Source: an optimization exercise on an open RTL-to-GDS flow (aim: small area, a short achievable clock period and few clock cycles per item). Production flows keep margins and buffers that such runs may drop. In this exercise RTL edits were held to simulation tests only and were not proved equivalent to the original.

==> flow/design.v, too long to show whole: its modules and the start of the top module <==
// module mult32x32_fast: 1862 lines
// module mfa: 4 lines
// module mha: 4 lines
// module mpg: 4 lines
// module mgpa: 4 lines
// module mgpb: 4 lines
// module mga: 3 lines
// module mgb: 3 lines
// module mencm: 10 lines
// module mencm0: 9 lines
// module mmx: 3 lines
// module menc: 4 lines
// module mbpp: 3 lines
module mult32x32_fast (
    input logic clk,
    input logic reset,
    input logic start,
    input logic [31:0] a,
    input logic [31:0] b,
    output logic busy,
    output logic [63:0] product
);
  // ...
==> flow/flow/run.sh <==
#!/bin/bash
# Own layout flow: the standard synthesis and layout (standard.sh), with two changes:
#  - before floorplanning, every combinational cell of the synthesized netlist is set to
#    the smallest drive strength of its footprint (flow/resize.py); registers are untouched,
#    and the layout's repair steps size cells up again where needed;
#  - ports are buffered with buf_2 instead of the default port buffer.
# Each tool's output goes to a log file in this folder.
set -euo pipefail
R=orfs/results/sky130hd/mult32x32_fast/base
export BUFFER_PORTS_ARGS="-buffer_cell sky130_fd_sc_hd__buf_2"
bash standard.sh synth > synth.log 2>&1
python3 flow/resize.py "$FLOW_HOME/platforms/sky130hd/lib/sky130_fd_sc_hd__tt_025C_1v80.lib" $R/1_2_yosys.v > resize.log 2>&1
touch $R/1_2_yosys.v
bash standard.sh > layout.log 2>&1
==> flow/flow/resize.py <==
#!/usr/bin/env python3
"""Set every combinational cell of the synthesized netlist to the smallest cell of its
footprint (the same function and pins, the lowest drive strength). Flip-flops, latches and
tie cells are left as synthesis made them. The layout's own repair steps size cells up
again where slew, capacitance or timing need it.
usage: resize.py LIBERTY NETLIST"""
import re, sys, collections
lib, path = sys.argv[1], sys.argv[2]
area, foot, seq = {}, {}, set()
cur = None
for line in open(lib):
    m = re.search(r'^\s*cell\s*\(\s*"?(sky130_fd_sc_hd__\w+)"?\s*\)', line)
    if m:
        cur = m.group(1); continue
    if cur is None:
        continue
    m = re.search(r'^\s*area\s*:\s*([\d.]+)', line)
    if m: area[cur] = float(m.group(1))
    m = re.search(r'cell_footprint\s*:\s*"([^"]+)"', line)
    if m: foot[cur] = m.group(1)
    if re.search(r'^\s*(ff|latch|statetable)\s*\(', line): seq.add(cur)
best = {}
for c, f in foot.items():
    if c in seq or "lpflow" in c or "probe" in c or c not in area:
        continue
    if f not in best or area[c] < area[best[f]]:
        best[f] = c
text = open(path).read()
used = collections.Counter(re.findall(r'^\s*(sky130_fd_sc_hd__\w+)\s', text, re.M))
for c, n in sorted(used.items()):
    if c in seq or c not in foot or "conb" in c:
        continue
    b = best.get(foot[c])
    if b and b != c and area[b] < area[c]:
        text = re.sub(r'(^\s*)%s(\s)' % c, r'\g<1>%s\g<2>' % b, text, flags=re.M)
        print(f"{c} -> {b}: {n}")
open(path, "w").write(text)
==> flow/standard.sh <==
#!/bin/bash
# synth_recipe.tcl (not shown) runs the flow's synth.tcl, then flattens the netlist and writes it again
# the make line also repeats each setting of config.mk as NAME=value (left out here)
make -C /OpenROAD-flow-scripts/flow DESIGN_CONFIG=/design/flow/config.mk WORK_HOME=/design/flow/orfs CLKGATE_MAP_FILE= SYNTH_SCRIPT=/design/flow/synth_recipe.tcl "${@:-finish}"
==> flow/config.mk <==
export PLATFORM = sky130hd
export DESIGN_NAME = mult32x32_fast
export DESIGN_NICKNAME = mult32x32_fast
export VERILOG_FILES = /design/flow/design.v
export SDC_FILE = /design/flow/constraint.sdc
export NUM_CORES = 4
export LEC_CHECK = 0
export CAP_MARGIN = 20
export CORE_MARGIN = 2
export CORE_UTILIZATION = 40
export SETUP_SLACK_MARGIN = 2
export SLEW_MARGIN = 20
export SYNTH_HIERARCHICAL = 1
export SYNTH_MINIMUM_KEEP_SIZE = 0
==> flow/constraint.sdc <==
create_clock -name core_clock -period 10.0 [get_ports {clk}]
set_input_delay 2.0000 -clock core_clock [delete_from_list [all_inputs] [get_ports {clk}]]
set_output_delay 2.0000 -clock core_clock [all_outputs]
set_load 0.01 [all_outputs]
==> flow_summary.rst, run 1 <==
.. list-table::
   :header-rows: 1

   * - Metric
     - Value
   * - Smallest hold slack
     - ~0.47 ns
   * - Core Area
     - 43,000 um^2
   * - Post-synth design cell area
     - approximately 17,000 um^2
   * - Remaining DRCs
     - 0
   * - Layer with the highest usage after global routing
     - met2
   * - Count of hold-fix buffers inserted at cts
     - 0
   * - Crit path launch type
     - input port
   * - Fillers
     - about 4,200
   * - Top library cells by usage in the layout, fill and taps aside
     - xnor2_1, a22oi_1, fa_1, nand2_1, buf_2
   * - Non-clock buffers
     - ~140
   * - Footprint of the flip-flops and latches
     - about 2000 um^2
   * - Yosys warning count
     - 7
   * - Highest attainable clock frequency
     - around 0.13 GHz
   * - Worst setup endpoint
     - H[34]
   * - Latest clock arrival within the worst-skew pair
     - about 0.35 ns
   * - Clk slew on worst S/H paths
     - about 0.060 ns
   * - Worst slew slack as a fraction of its limit
     - 0.255
   * - Tap cells
     - 585
   * - Finish-stage setup viols
     - 0
   * - Fraction of area in registers
     - 0.103
   * - Minimum setup slack in the final design
     - around 2.2 ns
   * - Layout inverter count without the clock tree
     - 46
   * - Num CTS Buffers
     - 9
   * - Critical path buffer and inverter count
     - 1
   * - Clock-cell share
     - 0.0153
   * - Count of non-filler cells in the finished layout
     - between 2,000 and 3,000
   * - Status
     - timing/DRC/antenna clean
   * - Ant. Diodes
     - 0
   * - Final Hold Vio Count
     - 0
   * - Initial Utilization
     - 0.404
   * - First-pass GRT wire length
     - 96,000 um
   * - H-tree depth
     - 3
   * - Detail-routed via count per cell
     - roughly 6
   * - Non-clock buffering overhead in the final layout
     - 0.0400
   * - Maximum number of pins on one net before global-route repair
     - between 70 and 80
   * - Final ANT Viol Nets
     - 0
   * - Total Wirelength
     - around 63,000 um
Testbench counts, summed over its fixed seeds: cycles 4,794, items 3,200.
==> run 2: changes to the inputs <==
--- a/flow/config.mk
+++ b/flow/config.mk
@@ -9,5 +9,4 @@
 export CORE_MARGIN = 2
 export CORE_UTILIZATION = 40
-export SETUP_SLACK_MARGIN = 2
 export SLEW_MARGIN = 20
 export SYNTH_HIERARCHICAL = 1
==> run 2 against run 1 <==
Against the previous run:
- still clean on timing, DRC and antenna
- die area unchanged
- critical path depth is the same
- maximum frequency fell by 2.4%
- global-route usage unchanged
- critical path type unchanged
- critical endpoint is now H[43]
- largest cell class unchanged
==> flow_summary.rst, run 2 <==
.. list-table::
   :header-rows: 1

   * - Metric
     - Value
   * - Reg-to-reg startpoint
     - busy (unchanged)
   * - Largest driver fanout on the critical path
     - 18 (was 12)
   * - Tightest Hold Check Type
     - reg -> reg (unchanged)
   * - Post-Route Skew
     - 0.0130 ns (was 0.0132 ns)
   * - Remaining DRCs
     - 0 (unchanged)
   * - Top layer in use
     - met4 (unchanged)
   * - End of the worst register-to-register path
     - H[43] (was H[39])
   * - Wire length on met1
     - 26,300 um (was 26,100 um)
   * - Nets in the synthesized netlist
     - 2,218 (unchanged)
   * - Worst setup endpoint
     - H[43] (was H[34])
   * - Buffers on Ports
     - 131 (unchanged)
   * - Footprint of the flip-flops and latches
     - 1980 um^2 (unchanged)
   * - Final Hold Vio Count
     - 0 (unchanged)
   * - Post-synthesis instance total
     - 1,824 (unchanged)
   * - Clk slew on worst S/H paths
     - 0.06 ns (about the same)
   * - CTS Buffer Depth
     - 2 (unchanged)
   * - Tcrit/Tclk final
     - 0.798 (was 0.779)
   * - Register with the most flip-flops
     - H (unchanged)
   * - Number of top-level pins
     - 132 (unchanged)
   * - Count of non-filler cells in the finished layout
     - 2,557 (unchanged)
   * - Final ANT Viol Nets
     - 0 (unchanged)
   * - Maximum number of pins on one net before global-route repair
     - 71 (unchanged)
   * - Total Wirelength
     - 63,400 um (was 63,300 um)
   * - Worst slew slack as a fraction of its limit
     - 0.177 (was 0.255)
   * - Worst setup path class
     - in -> reg (unchanged)
   * - Crit path max-delay family
     - adder cells (unchanged)
   * - Layout cells sized above 1
     - 0.0892 (was 0.0979)
   * - Flip-flop count of the largest register, all copies and words added
     - 48 (unchanged)
   * - Worst path cell trace
     - buf_2 -> xnor2_1 -> o21ai_1 -> a22oi_1 -> xnor2_1 -> fa_1 -> fa_1 -> fa_1 -> fa_1 -> fa_1 -> ha_1 -> a21oi_1 -> o21ai_0 -> a21oi_1 -> o21ai_0 -> a21oi_1 -> o21ai_1 -> xor2_1 (unchanged)
   * - Start point of the critical path
     - b[5] (was b[1])
   * - Depth of the most critical reg-to-reg path
     - 18 (was 16)
   * - Cell area after placement
     - 18,800 um^2 (unchanged)
   * - Num CTS Buffers
     - 9 (unchanged)
   * - Ant. Diodes
     - 0 (unchanged)
   * - Post_cts resized
     - 0 (unchanged)
   * - Required @ worst endpoint
     - 10.08 ns (was 10.09 ns)
   * - Mean Syn Cell Area
     - 9.53 um^2 (unchanged)
   * - Met3 routed WL
     - 4490 um (was 4600 um)
   * - Shortest period the worst path allows
     - 7.98 ns (was 7.79 ns)
   * - Detail Placement HPWL
     - 49,900 um (unchanged)
   * - Arrival time reported for the critical path endpoint
     - 8.07 ns (was 7.88 ns)
   * - Initial Utilization
     - 0.404 (unchanged)
   * - TritonCTS clock tree
     - built (unchanged)
   * - Count of max-cap constraint violations
     - 0 (unchanged)
   * - DIE AREA
     - 45,100 um^2 (unchanged)
   * - Critical path buffer and inverter count
     - 1 (unchanged)
   * - Buffer cell driving the clock tree root
     - clkbuf_16 (unchanged)
   * - Smallest hold slack
     - 0.468 ns (about the same)
   * - Top library cells by usage in the layout, fill and taps aside
     - xnor2_1, a22oi_1, fa_1, nand2_1, buf_2 (unchanged)
   * - Met2 wire length
     - 30,000 um (about the same)
   * - Drt first-iter violations
     - 1,527 (was 1,538)
   * - Number of buffers inserted by post-CTS setup repair
     - 0 (unchanged)
   * - RSZ-0062 raised after global routing
     - no (was yes)
   * - Combined global-route utilization of all metal layers
     - 0.285 (unchanged)
   * - Post-synth design cell area
     - 17,400 um^2 (unchanged)
   * - Final non-filler cell area
     - 19,200 um^2 (was 19,300 um^2)
   * - H-tree depth
     - 3 (unchanged)
   * - Pre-Repair DR Iteration Count
     - 6 (was 8)
   * - Most common library cell in the layout ignoring fill and taps
     - xnor2_1 (unchanged)
   * - Width of the die
     - 212 um (unchanged)
   * - Highest attainable clock frequency
     - 0.125 GHz (was 0.128 GHz)
   * - Vias after detailed routing
     - 15,400 (was 15,500)
   * - Status
     - timing/DRC/antenna clean (unchanged)
   * - Number of global-route vias before repair
     - 15,600 (unchanged)
   * - Total grt overflow
     - 0 (unchanged)
   * - Nets
     - 2,361 (unchanged)
   * - Cell with the biggest individual delay on the critical path
     - o21ai_1 (unchanged)
   * - Overall die height
     - 212 um (unchanged)
   * - Fillers
     - 4,259 (was 4,248)
   * - Setup tns final
     - 0 ns (unchanged)
   * - Stage delay of the slowest cell on the critical path
     - 0.92 ns (was 0.80 ns)
   * - First-pass GRT wire length
     - 96,000 um (unchanged)
   * - Yosys warning count
     - 7 (unchanged)
   * - Total number of clock tree sinks
     - 66 (unchanged)
   * - Crit path launch type
     - input port (unchanged)
   * - GP Congestion
     - 0.980 (unchanged)
   * - Cell count after placement
     - 2,540 (unchanged)
   * - Total count of max-transition violations in the final report
     - 0 (unchanged)
   * - Area Overhead vs Synth
     - 10.4% (was 10.9%)
   * - Number of rows in the core area
     - 76 (unchanged)
   * - Core Area
     - 43,000 um^2 (unchanged)
   * - Crit. End Element
     - flop (unchanged)
   * - Biggest regs
     - H (48), L (16) (unchanged)
   * - Area taken by multi-input logic gates
     - 15,200 um^2 (was 15,300 um^2)
   * - Initial antenna violation count
     - 3 (unchanged)
   * - Detail-routed via count per cell
     - 6.02 (was 6.07)
   * - Latest clock arrival within the worst-skew pair
     - 0.35 ns (about the same)
   * - Routed len/inst
     - 24.8 um (about the same)
   * - Most frequent cell on the critical path
     - fa_1 (unchanged)
   * - Transition time of the tightest slew-check pin
     - 1.23 ns (was 1.12 ns)
   * - Finish-stage setup viols
     - 0 (unchanged)
   * - Total stage count of the critical path
     - 18 (unchanged)
   * - Count of hold-fix buffers inserted at cts
     - 0 (unchanged)
## run 2: layout make-up
type | count | share of cell area
clock buffers | 9 | 0.0117
multi-input cells | 1700 | 0.794
inverters | 46 | 0.00899
well taps | 585 | 0.0381
repair buffers | 144 | 0.0401
flip-flops and latches | 66 | 0.103
clock inverters | 7 | 0.00365
## run 2: layer usage
| layer | track usage | up-vias |
|---|---|---|
| li1 | - | 6831 |
| met1 | 0.376 | 7702 |
| met2 | 0.475 | 726 |
| met3 | 0.0346 | 133 |
| met4 | 0.118 | 0 |
| met5 | 0 | - |
## run 2: per-stage QoR
stage	worst slack, ns	util
after global placement	1.70	0.438
after global routing	1.74	0.447
after detailed placement	1.66	0.438
final	2.02	0.447
after floorplan	2.15	-
after CTS	2.02	0.445
## run 2: how the worst min path moves through the flow
stage	from	endpoint	slack, ns	cells after the start
2_1_floorplan	H[10]	L[10]	0.44	0
3_3_place_gp	H[0]	L[0]	0.45	0
3_5_place_dp	H[10]	L[10]	0.46	0
4_1_cts	H[10]	L[10]	0.47	0
5_1_grt	H[10]	L[10]	0.49	0
6_report	H[10]	L[10]	0.47	0
==> run 3: changes to the inputs <==
--- a/flow/config.mk
+++ b/flow/config.mk
@@ -9,4 +9,5 @@
 export CORE_MARGIN = 2
 export CORE_UTILIZATION = 40
+export SETUP_SLACK_MARGIN = 3.5
 export SLEW_MARGIN = 20
 export SYNTH_HIERARCHICAL = 1
==> run 3 against run 2 <==
Against the previous run:
- critical path type unchanged
- maximum frequency is 16% higher
- still clean on timing, DRC and antenna
- synthesized cell count unchanged
- global-route usage increased by 2.7 points
- critical endpoint is now H[42]
==> flow_summary.rst, run 3 <==
.. list-table::
   :header-rows: 1

   * - Metric
     - Value
   * - Worst path cell trace
     - buf_4 -> nor2_1 -> nand2_1 -> a31oi_4 -> buf_12 -> buf_16 -> a22oi_1 -> xnor2_1 -> fa_2 -> fa_2 -> fa_2 -> fa_2 -> fa_1 -> ha_4 -> nand2_2 -> nor2_4 -> nand2_2 -> nor2_2 -> nand2_1 -> o21ai_2 -> xor2_1 (was buf_2 -> xnor2_1 -> o21ai_1 -> a22oi_1 -> xnor2_1 -> fa_1 -> fa_1 -> fa_1 -> fa_1 -> fa_1 -> ha_1 -> a21oi_1 -> o21ai_0 -> a21oi_1 -> o21ai_0 -> a21oi_1 -> o21ai_1 -> xor2_1)
   * - TritonCTS clock tree
     - built (unchanged)
   * - Top library cells by usage in the layout, fill and taps aside
     - xnor2_1, a22oi_1, fa_2, fa_1, nand2_1 (was xnor2_1, a22oi_1, fa_1, nand2_1, buf_2)
   * - Shortest period the worst path allows
     - 6.86 ns (was 7.98 ns)
   * - Buffers on Ports
     - 131 (unchanged)
   * - Width of the die
     - 212 um (unchanged)
   * - Number of rows in the core area
     - 76 (unchanged)
   * - Combined global-route utilization of all metal layers
     - 0.313 (was 0.285)
   * - Total number of clock tree sinks
     - 66 (unchanged)
   * - Routed len/inst
     - 26.3 um (was 24.8 um)
   * - Transition time of the tightest slew-check pin
     - 1.03 ns (was 1.23 ns)
   * - Global routing usage on met1
     - 0.406 (was 0.376)
   * - Hold Path Sink
     - L[7] (was L[10])
   * - Total Wirelength
     - 70,700 um (was 63,400 um)
   * - Count of max-cap constraint violations
     - 0 (unchanged)
   * - Smallest hold slack
     - 0.472 ns (was 0.468 ns)
   * - Area Overhead vs Synth
     - 43.1% (was 10.4%)
   * - Finish-stage setup viols
     - 0 (unchanged)
   * - Nets
     - 2,489 (was 2,361)
   * - Initial Utilization
     - 0.404 (unchanged)
   * - Layer with the highest usage after global routing
     - met2 (unchanged)
   * - Latest clock arrival within the worst-skew pair
     - 0.37 ns (was 0.35 ns)
   * - Buffer cell driving the clock tree root
     - clkbuf_16 (unchanged)
   * - Fillers
     - 3,654 (was 4,259)
   * - H-tree depth
     - 3 (unchanged)
   * - Initial antenna violation count
     - 2 (was 3)
   * - Total grt overflow
     - 0 (unchanged)
   * - Num CTS Buffers
     - 9 (unchanged)
   * - Most frequent cell on the critical path
     - fa_2 (was fa_1)
   * - Remaining DRCs
     - 0 (unchanged)
   * - Final Hold Vio Count
     - 0 (unchanged)
   * - CTS Buffer Depth
     - 2 (unchanged)
   * - Total count of max-transition violations in the final report
     - 0 (unchanged)
   * - Tcrit/Tclk final
     - 0.686 (was 0.798)
   * - Maximum number of pins on one net before global-route repair
     - 56 (was 71)
   * - Number of top-level pins
     - 132 (unchanged)
   * - GP Congestion
     - 0.986 (was 0.980)
   * - Hold path startpoint
     - H[7] (was H[10])
   * - First-pass GRT wire length
     - 106,000 um (was 96,000 um)
   * - Post-Route Skew
     - 0.0251 ns (was 0.0130 ns)
   * - Crit. End Element
     - flop (unchanged)
   * - End of the worst register-to-register path
     - H[42] (was H[43])
   * - Detail Placement HPWL
     - 51,300 um (was 49,900 um)
   * - Layout cells sized above 1
     - 0.450 (was 0.0892)
   * - Status
     - timing/DRC/antenna clean (unchanged)
   * - Final Util
     - 0.579 (was 0.447)
   * - Cell with the biggest individual delay on the critical path
     - fa_2 (was o21ai_1)
   * - Highest attainable clock frequency
     - 0.146 GHz (was 0.125 GHz)
   * - Met2 Resource Use GR
     - 0.525 (was 0.475)
   * - Vias after detailed routing
     - 16,600 (was 15,400)
   * - Crit path launch type
     - input port (unchanged)
   * - Clk slew on worst S/H paths
     - 0.07 ns (was 0.06 ns)
   * - Flip-flop count of the largest register, all copies and words added
     - 48 (unchanged)
   * - Drt first-iter violations
     - 1,447 (was 1,527)
   * - Reg-to-reg startpoint
     - busy (unchanged)
   * - Crit path max-delay family
     - adder cells (unchanged)
   * - Most common library cell in the layout ignoring fill and taps
     - xnor2_1 (unchanged)
   * - Pre-Repair DR Iteration Count
     - 6 (unchanged)
   * - Setup tns final
     - 0 ns (unchanged)
   * - Arrival time reported for the critical path endpoint
     - 6.96 ns (was 8.07 ns)
   * - Met3 capacity usage during global routing
     - 0.0474 (was 0.0346)
   * - Overall die height
     - 212 um (unchanged)
   * - Start point of the critical path
     - b[22] (was b[5])
   * - Final ANT Viol Nets
     - 0 (unchanged)
   * - RSZ-0062 raised after global routing
     - yes (was no)
   * - Stage delay of the slowest cell on the critical path
     - 0.55 ns (was 0.92 ns)
   * - Core Area
     - 43,000 um^2 (unchanged)
   * - Detail-routed via count per cell
     - 6.16 (was 6.02)
   * - Yosys warning count
     - 7 (unchanged)
   * - Largest driver fanout on the critical path
     - 10 (was 18)
   * - Worst setup path class
     - in -> reg (unchanged)
   * - Depth of the most critical reg-to-reg path
     - 16 (was 18)
   * - Post-synthesis instance total
     - 1,824 (unchanged)
   * - Hold Path Cell Cnt
     - 0 (unchanged)
   * - Number of global-route vias before repair
     - 17,200 (was 15,600)
   * - Required @ worst endpoint
     - 10.10 ns (was 10.08 ns)
   * - Register with the most flip-flops
     - H (unchanged)
   * - Biggest regs
     - H (48), L (16) (unchanged)
   * - Worst slew slack as a fraction of its limit
     - 0.316 (was 0.177)
   * - DIE AREA
     - 45,100 um^2 (unchanged)
   * - Tightest Hold Check Type
     - reg -> reg (unchanged)
   * - Critical path buffer and inverter count
     - 3 (was 1)
   * - Nets in the synthesized netlist
     - 2,218 (unchanged)
   * - Mean Syn Cell Area
     - 9.53 um^2 (unchanged)
   * - Post-synth design cell area
     - 17,400 um^2 (unchanged)
-- run 3: repair_timing --
action | 4_1_cts | 5_1_grt
cloned | 12 | 1
hold endpoints to repair | 0 | 0
endpoints found under the setup margin | 40 | 39
setup buffers | 80 | 27
pin swaps | 183 | 136
hold buffers | 0 | 0
gates resized for setup | 579 | 241
-- run 3: cell type report --
cell class,instances,area [um^2],share of cell area
Sequential cell,66,1980,0.0796
Multi-Input combinational cell,1701,19200,0.772
Inverter,46,173,0.00694
Antenna cell,1,2.50,0.000101
Clock inverter,7,101,0.00408
Clock buffer,9,225,0.00906
Tap cell,585,732,0.0294
Timing Repair Buffer,271,2460,0.0991
-- run 3: worst register-to-register path, stage by stage (launching register included) --
cell and delay (ns):
dfrtp_4 0.80, buf_6 0.63, mux2_1 0.73, xnor2_1 0.38, fa_2 0.51, fa_2 0.39
fa_2 0.37, fa_2 0.55, fa_1 0.45, ha_4 0.34, nand2_2 0.13, nor2_4 0.22
nand2_2 0.14, nor2_2 0.13, nand2_1 0.10, o21ai_2 0.22, xor2_1 0.10
-- run 3: how the worst max path moves through the flow --
stage            end  slack [ns]  cells past startpoint
2_1_floorplan  H[38]        3.28                     18
3_3_place_gp   H[39]        1.97                     19
3_5_place_dp   H[39]        1.95                     19
4_1_cts        H[39]        3.30                     20
5_1_grt        H[39]        3.10                     20
6_report       H[42]        3.14                     21
-- run 3: per-layer routing --
metal	part of all wire	vias to the layer above
li1	-	7119
met1	0.41	8453
met2	0.49	785
met3	0.061	195
met4	0.045	2
met5	0.00017	-
-- run 3: metrics by stage --
stage | setup slack [ns] | area [um^2] | instances
2_1_floorplan | 3.28 | 18200 | 1824
3_3_place_gp | 1.97 | 19700 | 2549
3_5_place_dp | 1.95 | 19700 | 2549
4_1_cts | 3.30 | 23400 | 2657
5_1_grt | 3.10 | 24900 | 2685
6_report | 3.14 | 24900 | 2686
==> run 4: changes to the inputs <==
--- a/flow/flow/run.sh
+++ b/flow/flow/run.sh
@@ -9,4 +9,5 @@
 R=orfs/results/sky130hd/mult32x32_fast/base
 export BUFFER_PORTS_ARGS="-buffer_cell sky130_fd_sc_hd__buf_2"
+export SETUP_MOVE_SEQUENCE="sizeup,swap"
 bash standard.sh synth > synth.log 2>&1
 python3 flow/resize.py "$FLOW_HOME/platforms/sky130hd/lib/sky130_fd_sc_hd__tt_025C_1v80.lib" $R/1_2_yosys.v > resize.log 2>&1
--- a/flow/config.mk
+++ b/flow/config.mk
@@ -13,2 +13,3 @@
 export SYNTH_HIERARCHICAL = 1
 export SYNTH_MINIMUM_KEEP_SIZE = 0
+export TNS_END_PERCENT = 0
==> run 4 against run 3 <==
Against the previous run:
- die area unchanged
- critical path type unchanged
- flip-flop and latch count unchanged
- synthesized cell count unchanged
- clock skew down 0.012 ns
- worst hold slack worse by 0.0019 ns
==> flow_summary.rst, run 4 <==
.. list-table::
   :header-rows: 1

   * - Metric
     - Value
   * - Met3 capacity usage during global routing
     - 0.0269 (was 0.0474)
   * - Maximum number of pins on one net before global-route repair
     - 64 (was 56)
   * - Post-synthesis instance total
     - 1,824 (unchanged)
   * - Total number of clock tree sinks
     - 66 (unchanged)
   * - Finish-stage setup viols
     - 0 (unchanged)
   * - GP Congestion
     - 0.980 (was 0.986)
   * - Remaining DRCs
     - 0 (unchanged)
   * - RSZ-0062 raised after global routing
     - yes (unchanged)
   * - Worst slack at placement
     - 1.98 ns (was 1.95 ns)
   * - Detail Placement HPWL
     - 50,600 um (was 51,300 um)
   * - Tightest Hold Check Type
     - reg -> reg (unchanged)
   * - Count of max-cap constraint violations
     - 0 (unchanged)
   * - Drt first-iter violations
     - 1,449 (was 1,447)
   * - Area taken by multi-input logic gates
     - 18,100 um^2 (was 19,200 um^2)
   * - Final ANT Viol Nets
     - 0 (unchanged)
   * - Cell area after placement
     - 19,400 um^2 (was 19,700 um^2)
   * - Number of global-route vias before repair
     - 16,100 (was 17,200)
   * - Ant. Diodes
     - 0 (was 1)
   * - Worst setup path class
     - in -> reg (unchanged)
   * - Pre-Repair DR Iteration Count
     - 6 (unchanged)
   * - Nets
     - 2,369 (was 2,489)
   * - Shortest period the worst path allows
     - 6.83 ns (was 6.86 ns)
   * - Top library cells by usage in the layout, fill and taps aside
     - xnor2_1, a22oi_1, fa_1, nand2_1, fa_2 (was xnor2_1, a22oi_1, fa_2, fa_1, nand2_1)
   * - Clk slew on worst S/H paths
     - 0.06 ns (was 0.07 ns)
   * - Buffers on Ports
     - 131 (unchanged)
   * - Footprint of the flip-flops and latches
     - 1980 um^2 (unchanged)
   * - DIE AREA
     - 45,100 um^2 (unchanged)
   * - Minimum setup slack in the final design
     - 3.17 ns (was 3.14 ns)
   * - Number of rows in the core area
     - 76 (unchanged)
   * - Initial antenna violation count
     - 5 (was 2)
   * - Final non-filler cell area
     - 22,300 um^2 (was 24,900 um^2)
   * - Layer with the highest usage after global routing
     - met2 (unchanged)
   * - Worst slew slack as a fraction of its limit
     - 0.302 (was 0.316)
   * - Global routing usage on met1
     - 0.388 (was 0.406)
   * - Num CTS Buffers
     - 9 (unchanged)
   * - Detail-routed via count per cell
     - 6.11 (was 6.16)
   * - Total Wirelength
     - 65,900 um (was 70,700 um)
   * - H-tree depth
     - 3 (unchanged)
   * - Post-synth design cell area
     - 17,400 um^2 (unchanged)
   * - Core Area
     - 43,000 um^2 (unchanged)
   * - Vias after detailed routing
     - 15,700 (was 16,600)
   * - Flip-flop count of the largest register, all copies and words added
     - 48 (unchanged)
   * - Final Util
     - 0.519 (was 0.579)
   * - Combined global-route utilization of all metal layers
     - 0.295 (was 0.313)
   * - Total grt overflow
     - 0 (unchanged)
   * - Mean Syn Cell Area
     - 9.53 um^2 (unchanged)
   * - Yosys warning count
     - 7 (unchanged)
   * - Count of non-filler cells in the finished layout
     - 2,565 (was 2,686)
   * - Status
     - timing/DRC/antenna clean (unchanged)
   * - Tcrit/Tclk final
     - 0.683 (was 0.686)
   * - Overall die height
     - 212 um (unchanged)
   * - First-pass GRT wire length
     - 99,800 um (was 106,000 um)
   * - Most common library cell in the layout ignoring fill and taps
     - xnor2_1 (unchanged)
   * - Post-Route Skew
     - 0.0129 ns (was 0.0251 ns)
   * - Cell count after placement
     - 2,549 (unchanged)
   * - Buffer cell driving the clock tree root
     - clkbuf_16 (unchanged)
   * - Setup tns final
     - 0 ns (unchanged)
   * - Highest attainable clock frequency
     - 0.146 GHz (about the same)
   * - Width of the die
     - 212 um (unchanged)
   * - Routed len/inst
     - 25.7 um (was 26.3 um)
   * - Required @ worst endpoint
     - 10.09 ns (was 10.10 ns)
   * - TritonCTS clock tree
     - built (unchanged)
   * - Crit path launch type
     - input port (unchanged)
   * - Nets in the synthesized netlist
     - 2,218 (unchanged)
   * - Fillers
     - 3,902 (was 3,654)
   * - Initial Utilization
     - 0.404 (unchanged)
   * - Latest clock arrival within the worst-skew pair
     - 0.34 ns (was 0.37 ns)
   * - Total count of max-transition violations in the final report
     - 0 (unchanged)
   * - Final Hold Vio Count
     - 0 (unchanged)
   * - Register with the most flip-flops
     - H (unchanged)
   * - Met2 Resource Use GR
     - 0.498 (was 0.525)
   * - Number of top-level pins
     - 132 (unchanged)
   * - Crit. End Element
     - flop (unchanged)
   * - Largest driver fanout on the critical path
     - 18 (was 10)
   * - Transition time of the tightest slew-check pin
     - 1.05 ns (was 1.03 ns)
   * - Arrival time reported for the critical path endpoint
     - 6.92 ns (was 6.96 ns)
   * - Layout cells sized above 1
     - 0.353 (was 0.450)
   * - Biggest regs
     - H (48), L (16) (unchanged)
   * - Area Overhead vs Synth
     - 28.4% (was 43.1%)
   * - CTS Buffer Depth
     - 2 (unchanged)
run 4: timing repair:
action / CTS / global route
hold endpoints to repair: 0 / 0
setup buffers: 0 / 0
endpoints found under the setup margin: 40 / 39
resized for setup: 392 / 220
cloned: 0 / 0
pin swaps: 141 / 154
hold buffers: 0 / 0
run 4: final cells by class:
| class | count | share of cell area |
|---|---|---|
| Sequential cell | 66 | 0.0887 |
| Multi-Input combinational cell | 1700 | 0.812 |
| Timing Repair Buffer | 152 | 0.0439 |
| Clock inverter | 7 | 0.00448 |
| Inverter | 46 | 0.00773 |
| Tap cell | 585 | 0.0328 |
| Clock buffer | 9 | 0.0101 |
run 4: worst max-delay path: stages:
cell	delay [ns]
buf_12	0.15
nor2_1	0.07
a221oi_1	0.28
a31oi_1	0.11
buf_4	0.28
a22oi_1	0.20
xnor2_1	0.12
fa_1	0.47
fa_1	0.43
fa_1	0.58
fa_1	0.44
ha_1	0.35
ha_4	0.34
nand2_1	0.16
nor2_4	0.17
nand2_2	0.10
o21ai_4	0.24
inv_1	0.09
o21ai_2	0.21
xor2_1	0.10
run 4: metrics by stage:
step                hold slack (ns)
detailed placement            0.467
floorplan                     0.438
finish                        0.470
global placement              0.460
CTS                           0.475
global route                  0.489
run 4: final timing paths:
kind	startpoint	depth (start not counted)	slack (ns)	to
setup / recovery	b[3]	20	3.17	H[46]
hold / removal	H[6]	0	0.47	L[6]
setup reg to reg	busy	17	3.31	H[38]
hold reg to reg	H[6]	0	0.47	L[6]
max in group asynchronous	reset	2	8.37	busy
min in group asynchronous	reset	2	1.50	busy
run 4: metal layers:
metal,routed length [um],vias up
met5,0,-
met4,3230,0
met3,3750,156
met2,31800,703
met1,27100,7929
li1,-,6878
==> run 5: changes to the inputs <==
--- a/flow/flow/run.sh
+++ b/flow/flow/run.sh
@@ -9,5 +9,4 @@
 R=orfs/results/sky130hd/mult32x32_fast/base
 export BUFFER_PORTS_ARGS="-buffer_cell sky130_fd_sc_hd__buf_2"
-export SETUP_MOVE_SEQUENCE="sizeup,swap"
 bash standard.sh synth > synth.log 2>&1
 python3 flow/resize.py "$FLOW_HOME/platforms/sky130hd/lib/sky130_fd_sc_hd__tt_025C_1v80.lib" $R/1_2_yosys.v > resize.log 2>&1
--- a/flow/config.mk
+++ b/flow/config.mk
@@ -9,5 +9,5 @@
 export CORE_MARGIN = 2
 export CORE_UTILIZATION = 40
-export SETUP_SLACK_MARGIN = 3.5
+export SETUP_SLACK_MARGIN = 2.5
 export SLEW_MARGIN = 20
 export SYNTH_HIERARCHICAL = 1
==> run 5 against run 4 <==
Against the previous run:
- die area unchanged
- core utilization down 5.5 points
- final cell count up 0.39%
- first-iteration DRC count down 1.9%
- worst hold slack worse by 0.0069 ns
- critical path depth down 1
- count of clock-buffer cells in the layout unchanged
==> flow_summary.rst, run 5 <==
.. list-table::
   :header-rows: 1

   * - Metric
     - Value
   * - GP Congestion
     - 0.934 (was 0.980)
   * - Drt first-iter violations
     - 1,421 (was 1,449)
   * - Worst slew slack as a fraction of its limit
     - 0.345 (was 0.302)
   * - Finish-stage setup viols
     - 0 (unchanged)
   * - Vias after detailed routing
     - 15,500 (was 15,700)
   * - Overall die height
     - 212 um (unchanged)
   * - Final ANT Viol Nets
     - 0 (unchanged)
   * - Start point of the critical path
     - b[19] (was b[3])
   * - Worst setup path class
     - in -> reg (unchanged)
   * - Buffer cell driving the clock tree root
     - clkbuf_16 (unchanged)
   * - Post-Route Skew
     - 0.0214 ns (was 0.0129 ns)
   * - Detail-routed via count per cell
     - 6.02 (was 6.11)
   * - Combined global-route utilization of all metal layers
     - 0.292 (was 0.295)
   * - First-pass GRT wire length
     - 98,100 um (was 99,800 um)
   * - Crit. End Element
     - flop (unchanged)
   * - Biggest regs
     - H (48), L (16) (unchanged)
   * - Total count of max-transition violations in the final report
     - 0 (unchanged)
   * - DIE AREA
     - 45,100 um^2 (unchanged)
   * - Most frequent cell on the critical path
     - fa_1 (unchanged)
   * - Nets in the synthesized netlist
     - 2,218 (unchanged)
   * - Initial Utilization
     - 0.404 (unchanged)
   * - Required @ worst endpoint
     - 10.09 ns (about the same)
   * - Total number of clock tree sinks
     - 66 (unchanged)
   * - Highest attainable clock frequency
     - 0.136 GHz (was 0.146 GHz)
   * - Tcrit/Tclk final
     - 0.734 (was 0.683)
   * - Register with the most flip-flops
     - H (unchanged)
   * - Shortest period the worst path allows
     - 7.34 ns (was 6.83 ns)
   * - Final Hold Vio Count
     - 0 (unchanged)
   * - Top library cells by usage in the layout, fill and taps aside
     - xnor2_1, fa_1, a22oi_1, nand2_1, buf_2 (was xnor2_1, a22oi_1, fa_1, nand2_1, fa_2)
   * - Flip-flop count of the largest register, all copies and words added
     - 48 (unchanged)
   * - Clk slew on worst S/H paths
     - 0.06 ns (about the same)
   * - Worst path cell trace
     - clkbuf_4 -> nand3b_1 -> a31oi_4 -> buf_4 -> a22oi_1 -> xnor2_1 -> fa_1 -> fa_1 -> fa_1 -> fa_1 -> fa_1 -> ha_2 -> a21oi_1 -> o21ai_0 -> a21oi_1 -> o21ai_1 -> a21oi_1 -> o21ai_1 -> xor2_1 (was buf_12 -> nor2_1 -> a221oi_1 -> a31oi_1 -> buf_4 -> a22oi_1 -> xnor2_1 -> fa_1 -> fa_1 -> fa_1 -> fa_1 -> ha_1 -> ha_4 -> nand2_1 -> nor2_4 -> nand2_2 -> o21ai_4 -> inv_1 -> o21ai_2 -> xor2_1)
   * - Setup tns final
     - 0 ns (unchanged)
   * - Yosys warning count
     - 7 (unchanged)
   * - Transition time of the tightest slew-check pin
     - 0.977 ns (was 1.05 ns)
   * - Layout cells sized above 1
     - 0.132 (was 0.353)
   * - Number of rows in the core area
     - 76 (unchanged)
   * - Status
     - timing/DRC/antenna clean (unchanged)
   * - RSZ-0062 raised after global routing
     - yes (unchanged)
   * - Width of the die
     - 212 um (unchanged)
   * - Crit path launch type
     - input port (unchanged)
   * - Cell count after placement
     - 2,541 (was 2,549)
   * - Pre-Repair DR Iteration Count
     - 6 (unchanged)
   * - Mean Syn Cell Area
     - 9.53 um^2 (unchanged)
   * - Total Wirelength
     - 65,000 um (was 65,900 um)
   * - Routed len/inst
     - 25.2 um (was 25.7 um)
   * - Critical path buffer and inverter count
     - 2 (was 3)
   * - Initial antenna violation count
     - 0 (was 5)
   * - Number of global-route vias before repair
     - 15,900 (was 16,100)
   * - Count of non-filler cells in the finished layout
     - 2,575 (was 2,565)
   * - Buffers on Ports
     - 131 (unchanged)
   * - Post-synthesis instance total
     - 1,824 (unchanged)
   * - Core Area
     - 43,000 um^2 (unchanged)
   * - Count of max-cap constraint violations
     - 0 (unchanged)
   * - TritonCTS clock tree
     - built (unchanged)
   * - Maximum number of pins on one net before global-route repair
     - 76 (was 64)
   * - CTS Buffer Depth
     - 2 (unchanged)
   * - Hold path startpoint
     - H[7] (was H[6])
   * - Total grt overflow
     - 0 (unchanged)
   * - Cell with the biggest individual delay on the critical path
     - fa_1 (unchanged)
   * - Reg-to-reg startpoint
     - busy (unchanged)
   * - Latest clock arrival within the worst-skew pair
     - 0.36 ns (was 0.34 ns)
   * - Largest driver fanout on the critical path
     - 19 (was 18)
   * - Remaining DRCs
     - 0 (unchanged)
   * - Stage delay of the slowest cell on the critical path
     - 0.61 ns (was 0.58 ns)
   * - Arrival time reported for the critical path endpoint
     - 7.43 ns (was 6.92 ns)
   * - H-tree depth
     - 3 (unchanged)
   * - Tightest Hold Check Type
     - reg -> reg (unchanged)
   * - Area Overhead vs Synth
     - 14.7% (was 28.4%)
   * - Detail Placement HPWL
     - 50,900 um (was 50,600 um)
   * - Nets
     - 2,378 (was 2,369)
   * - Most common library cell in the layout ignoring fill and taps
     - xnor2_1 (unchanged)
   * - Num CTS Buffers
     - 9 (unchanged)
   * - Crit path max-delay family
     - adder cells (unchanged)
   * - Post-synth design cell area
     - 17,400 um^2 (unchanged)
   * - Smallest hold slack
     - 0.463 ns (was 0.470 ns)
   * - Fillers
     - 4,205 (was 3,902)
   * - Number of top-level pins
     - 132 (unchanged)
==> run 5: stage by stage <==
stage	cell area (um^2)	worst slack [ns]	utilization
4_1_cts	19400	2.49	0.451
3_5_place_dp	18800	1.60	0.438
6_report	19900	2.66	0.464
5_1_grt	19900	2.46	0.464
2_1_floorplan	17400	3.05	-
3_3_place_gp	18800	1.59	0.438
==> run 5: per-layer routing <==
metal,GRT usage,wire [um]
met3,0.0285,4340
met2,0.500,31400
met5,0,0
met4,0.101,2280
met1,0.385,26900
==> run 5: worst paths after layout <==
kind                            endpoint  depth (start not counted)  slack (ns)
min in group asynchronous           busy                          2        1.47
max in group asynchronous           busy                          2        8.40
worst max register to register     H[46]                         16        2.98
worst max-delay path               H[36]                         19        2.66
worst min-delay path                L[7]                          0        0.46
worst min register to register      L[7]                          0        0.46
==> run 5: area by class of cell <==
type | count | area [um^2] | share of cell area
Antenna cell | 1 | 2.50 | 0.000125
Timing Repair Buffer | 161 | 1000 | 0.0501
Inverter | 46 | 173 | 0.00866
Clock buffer | 9 | 225 | 0.0113
Tap cell | 585 | 732 | 0.0367
Multi-Input combinational cell | 1700 | 15800 | 0.791
Sequential cell | 66 | 1980 | 0.0993
Clock inverter | 7 | 53.8 | 0.00270
==> run 5: repair_timing <==
item | 4_1_cts | 5_1_grt
resized for setup | 49 | 81
pin swaps | 0 | 10
setup endpoints to repair | 35 | 33
buffers inserted | 0 | 16
cloned | 0 | 0
hold buffers | 0 | 0
==> run 5: worst reg2reg max path, cell delays in order, from the launching register on <==
cell     delay (ns)
dfrtp_4        0.84
buf_4          0.73
mux2_1         0.68
xnor2_2        0.38
fa_1           0.54
fa_1           0.46
fa_1           0.44
fa_1           0.54
fa_1           0.43
ha_1           0.40
a21oi_1        0.25
o21ai_0        0.19
a21oi_2        0.25
o21ai_0        0.20
a21oi_1        0.16
o21ai_1        0.11
xor2_1         0.17

==> afterwards: timing with drivers on the ports <==
Ports are ideal in the flow. The routed layouts listed here were re-timed in OpenROAD. Step 1 assumes that a clkbuf_16 drives the clock port and a buf_2 every other input. Step 2 times the ports against the registers' clock, not the clock port: input delays grow and output delays shrink by t, the midpoint of the rising clock arrivals with the driver on. Three values: ideal ports, drivers, drivers and shift; two values: the first two.
run	t, ns	setup WS [ns]	pins driven straight from the clock port
run 1	0.400	2.211 / 2.243 / 1.844	1
run 2	0.399	2.016 / 2.051 / 1.652	1
run 3	0.404	3.140 / 3.047 / 2.643	1
run 4	0.382	3.172 / 3.152 / 2.771	1
run 5	0.404	2.659 / 2.693 / 2.289	1
After both steps setup and hold are still met in every run listed. For run 3, which loses most, drivers alone change the setup slack by -0.093 ns; drivers and shift together by -0.497 ns.
